This is an optimization exercise on Yosys and OpenROAD, whose aim is small area, not a production implementation. At most, simulation tests tie the RTL to the original design; equivalence was not proved. The flow treats the clock pin as an ideal source, which a real chip does not have. Power is estimated from default activity; no workload was simulated.

== main ==
## CF_cross
module CF_cross
  #(
    parameter NPPC = 4,
    parameter DATA_WIDTH = 24,
    parameter POSITION_WIDTH = 12,
    parameter FFT_LENGTH = 64,
    parameter HEIGHT = 2160
    )
   (
    input [NPPC * DATA_WIDTH-1:0]  VIDEO_IN_tdata,
    input 			   VIDEO_IN_tvalid,
    input 			   VIDEO_IN_tuser,
    input 			   VIDEO_IN_tlast,
    output 			   VIDEO_IN_tready,
    input [POSITION_WIDTH - 1 : 0] xStart,
    input [POSITION_WIDTH - 1 : 0] yStart,
    output [NPPC * DATA_WIDTH-1:0] VIDEO_OUT_tdata,
    output 			   VIDEO_OUT_tvalid,
    output 			   VIDEO_OUT_tuser,
    output 			   VIDEO_OUT_tlast,
    input 			   VIDEO_OUT_tready,
    input 			   s_axis_video_aclk,
    input 			   s_axis_video_aresetn
    );
Size: ~24 flip-flops, roughly 230 I/O pins.
==> flow/config.mk <==
export PLATFORM = sky130hd
export DESIGN_NAME = CF_cross
export DESIGN_NICKNAME = CF_cross
export VERILOG_FILES = /design/flow/design.v
export SDC_FILE = /design/flow/constraint.sdc
export NUM_CORES = 4
export LEC_CHECK = 0
export CAP_MARGIN = 20
export CORE_MARGIN = 2
export CORE_UTILIZATION = 40
export CTS_BUF_LIST = sky130_fd_sc_hd__clkbuf_2 sky130_fd_sc_hd__clkbuf_4
export GPL_TIMING_DRIVEN = 0
export SLEW_MARGIN = 20
export SYNTH_HIERARCHICAL = 1
==> flow/constraint.sdc <==
create_clock -name core_clock -period 7.0 [get_ports {s_axis_video_aclk}]
set_input_delay 1.4000 -clock core_clock [delete_from_list [all_inputs] [get_ports {s_axis_video_aclk}]]
set_output_delay 1.4000 -clock core_clock [all_outputs]
set_load 0.01 [all_outputs]
standard.sh (not shown) runs the stock make flow with config.mk's settings and CLKGATE_MAP_FILE= SYNTH_SCRIPT=/design/flow/synth_recipe.tcl, a recipe that flattens the netlist after the stock synthesis.
==> flow/flow/run.sh <==
#!/bin/bash
# Standard ORFS layout (the standard.sh) with these changes:
#  - the port buffers that buffer_ports inserts use the smallest buffer cell;
#  - after floorplan, combinational cells are swapped for their smallest drive strength
#    (flow/downsize.tcl); the later repair steps upsize where timing needs it;
#  - after clock tree synthesis, the clock buffers that drive registers are made clkbuf_8
#    (flow/cts_leaves.tcl) to keep the register clock slew low.
set -euo pipefail
here=$(pwd)
bash standard.sh "BUFFER_PORTS_ARGS=-buffer_cell sky130_fd_sc_hd__buf_1" \
  "POST_FLOORPLAN_TCL=$here/flow/downsize.tcl" \
  "POST_CTS_TCL=$here/flow/cts_leaves.tcl" finish > standard_flow.log 2>&1
Other scripts of this flow, unchanged in this note and not shown: flow/flow/cts_leaves.tcl, flow/flow/downsize.tcl
### main -> the feature branch
Settings: removing GPL_TIMING_DRIVEN (formerly 0).
## What came out
The run showing the smaller multi-input gate share of the layout cell area is main.
Delta (the feature branch minus main): maximum number of pins on one net before global-route repair increased 1; cell count decreased about 0.8%; slew at the pin closest to its max-slew limit increased 0.038 ns.


Setup of run a:
Another version of the RTL of CF_cross (not shown whole).
For scale: about 300 cells after synthesis, roughly 24 flip-flops, roughly 230 I/O pins, ~2400 µm² of cells after synthesis.
Settings: LEC_CHECK=0, CAP_MARGIN=20, CORE_MARGIN=2, CORE_UTILIZATION=40, CTS_BUF_LIST=sky130_fd_sc_hd__clkbuf_2 sky130_fd_sc_hd__clkbuf_4, SLEW_MARGIN=20, SYNTH_HIERARCHICAL=1; clock period 7.0 ns.
==> flow/flow/run.sh <==
#!/bin/bash
# Standard ORFS layout (the standard.sh) with two changes:
#  - the port buffers that buffer_ports inserts use the smallest buffer cell;
#  - after floorplan, combinational cells are swapped for their smallest drive strength
#    (flow/downsize.tcl); the later repair steps upsize where timing needs it.
set -euo pipefail
here=$(pwd)
bash standard.sh "BUFFER_PORTS_ARGS=-buffer_cell sky130_fd_sc_hd__buf_1" \
  "POST_FLOORPLAN_TCL=$here/flow/downsize.tcl" finish > standard_flow.log 2>&1
==> flow/flow/downsize.tcl <==
# Swap every combinational cell for the smallest-area cell of the same family and function
# (drive strength only). Registers keep their cells. Later repair steps upsize where timing,
# slew or capacitance call for it.
set dont_use_pats $::env(DONT_USE_CELLS)
proc ds_dont_use { name pats } {
  foreach p $pats {
    if { [string match $p $name] } { return 1 }
  }
  return 0
}
set n_swapped 0
set saved 0.0
foreach inst [get_cells *] {
  set lc [get_lib_cells -of_objects $inst]
  if { $lc == "" } { continue }
  set name [get_name $lc]
  if { ![regexp {^(sky130_fd_sc_hd__[a-z0-9]+)_[0-9]+$} $name -> base] } { continue }
  # registers, latches, taps and fillers keep their cells
  if { [regexp {__(s?df|s?edf|dl|sdl|tap|fill|decap|conb|diode)} $name] } { continue }
  set best $lc
  set best_area [get_property $lc area]
  foreach e [get_lib_cells */${base}_*] {
    set en [get_name $e]
    if { ![regexp {^sky130_fd_sc_hd__[a-z0-9]+_[0-9]+$} $en] } { continue }
    if { [ds_dont_use $en $dont_use_pats] } { continue }
    set a [get_property $e area]
    if { $a < $best_area - 1e-6 && [sta::equiv_cells $lc $e] } {
      set best $e
      set best_area $a
    }
  }
  if { $best != $lc } {
    set saved [expr { $saved + [get_property $lc area] - $best_area }]
    replace_cell $inst $best
    incr n_swapped
  }
}
puts "downsize: swapped $n_swapped cells, saved [format %.1f $saved] um2"
Run a has completed all stages; timing, DRC and antenna checks passed.
### run a -> run b
- CTS_BUF_LIST changed from sky130_fd_sc_hd__clkbuf_2 sky130_fd_sc_hd__clkbuf_4 to sky130_fd_sc_hd__clkbuf_4 sky130_fd_sc_hd__clkbuf_8
==> summary.txt <==
For worst setup slack, run b and run a come out practically identical.
On sequential share of layout area, run a and run b are neck and neck.
The total power consumption of the routed design of run b is higher than that of run a.
No run of this note included a check of the RTL's function; only the layout flow was run.


job 1860:
Another version of the RTL of CF_cross (not shown whole).
Size in the first run: ~290 cells after synthesis, ~24 flip-flops, roughly 230 I/O pins, roughly 2800 sq um of cells after synthesis.
clock: 7.0 ns
lec_check: 0
cap_margin: 20
core_margin: 2
core_utilization: 40
cts_buf_list: sky130_fd_sc_hd__clkbuf_2 sky130_fd_sc_hd__clkbuf_4
slew_margin: 20
synth_hierarchical: 1
==> flow/flow/run.sh <==
#!/bin/bash
# Standard ORFS layout (the standard.sh) with these changes:
#  - the port buffers that buffer_ports inserts use the smallest buffer cell;
#  - after floorplan, combinational cells are swapped for their smallest drive strength
#    (flow/downsize.tcl); the later repair steps upsize where timing needs it;
#  - after clock tree synthesis, the clock buffers that drive registers are made clkbuf_8
#    (flow/cts_leaves.tcl) to keep the register clock slew low.
set -euo pipefail
here=$(pwd)
bash standard.sh "BUFFER_PORTS_ARGS=-buffer_cell sky130_fd_sc_hd__buf_1" \
  "POST_FLOORPLAN_TCL=$here/flow/downsize.tcl" \
  "POST_CTS_TCL=$here/flow/cts_leaves.tcl" finish > standard_flow.log 2>&1
==> flow/flow/cts_leaves.tcl <==
# After clock tree synthesis: clock buffers that drive register clock pins are made
# sky130_fd_sc_hd__clkbuf_8, so the clock slew at the registers stays well under the limit.
set n 0
set big [get_lib_cells */sky130_fd_sc_hd__clkbuf_8]
foreach inst [[ord::get_db_block] getInsts] {
  set mname [[$inst getMaster] getName]
  if { ![string match "sky130_fd_sc_hd__clkbuf_*" $mname] } { continue }
  if { $mname == "sky130_fd_sc_hd__clkbuf_8" } { continue }
  set drives_reg 0
  foreach it [$inst getITerms] {
    if { ![$it isOutputSignal] } { continue }
    set net [$it getNet]
    if { $net == "NULL" } { continue }
    foreach load [$net getITerms] {
      if { [[$load getMTerm] getName] == "CLK" } { set drives_reg 1 }
    }
  }
  if { $drives_reg } {
    replace_cell [get_cells [$inst getName]] $big
    incr n
  }
}
puts "cts_leaves: resized $n clock buffers"
if { $n > 0 } {
  detailed_placement
  check_placement -verbose
  estimate_parasitics -placement
}
Scripts as last shown in full above: flow/flow/downsize.tcl
## Diff of input files: job 4976 against job 1860
==> flow/flow/cts_leaves.tcl <==
# After clock tree synthesis: clock buffers that drive register clock pins are made
# sky130_fd_sc_hd__clkbuf_8, so the clock slew at the registers stays well under the limit.
set n 0
foreach inst [get_cells *] {
  set lc [get_lib_cells -of_objects $inst]
  if { $lc == "" } { continue }
  if { ![string match "sky130_fd_sc_hd__clkbuf_*" [get_name $lc]] } { continue }
  set drives_reg 0
  foreach pin [get_pins -of_objects $inst -filter "direction == output"] {
    set net [get_nets -of_objects $pin]
    foreach load [get_pins -of_objects $net -filter "direction == input"] {
      if { [get_property $load is_register_clock] } { set drives_reg 1 }
    }
  }
  if { $drives_reg && [get_name $lc] != "sky130_fd_sc_hd__clkbuf_8" } {
    replace_cell $inst [get_lib_cells */sky130_fd_sc_hd__clkbuf_8]
    incr n
  }
}
puts "cts_leaves: resized $n clock buffers"
if { $n > 0 } {
  detailed_placement
  check_placement -verbose
  estimate_parasitics -placement
}
### Flow results
Job 4976: STA-2204 in clock tree synthesis (4_1_cts) -> run aborted. Job 4976 -> job 1860: number of synthesized flops with an enable pin delta 0, exact match. Between job 4976 and job 1860, the difference in number of I/O pins is negligible. As far as number of flip-flops and latches in the synthesized netlist goes, job 4976 and job 1860 are indistinguishable; the numbers are identical. As far as final weighted congestion in routability-driven placement goes, job 1860 and job 4976 are indistinguishable; the numbers are identical. Between job 1860 and job 4976, the area share of and/or/nand/nor cells after synthesis figures differ only marginally. Going from job 1860 to job 4976, synthesized net count shows no meaningful change; synthesized cell count shows no meaningful change. [compare] base=job 1860 new=job 4976: compound-cell area share of the yosys netlist neither gained nor lost much; fraction of the mapped netlist area in adder cells neither gained nor lost much.

separate check: timing with driven ports:
The flow's constraints put no driver on any port. The routed layouts listed below were extracted and timed again, unchanged, in two steps. Step 1: set_driving_cell puts a clkbuf_16 on s_axis_video_aclk and a buf_2 on each other input, an assumption about the parent block. Step 2 also shifts input and output timing later by t, the mid clock arrival at the registers, as if the neighbouring blocks saw the same clock. Three values: ideal ports, drivers, drivers and shift; two values: the first two.
| run | t, ns | slack for setup (ns) | worst setup path after step 2 | pins driven straight from the clock port |
|---|---|---|---|---|
| main | 0.296 | 0.291 / 0.256 / 0.256 | input to output | 1 |
| the feature branch | 0.300 | 0.448 / 0.422 / 0.422 | input to output | 1 |
| run a | 0.323 | 0.387 / 0.340 / 0.340 | input to output | 1 |
| run b | 0.279 | 0.387 / 0.340 / 0.340 | input to output | 1 |
| job 1860 | 0.300 | 0.375 / 0.336 / 0.336 | input to output | 1 |
After both steps setup and hold are still met in every run listed.
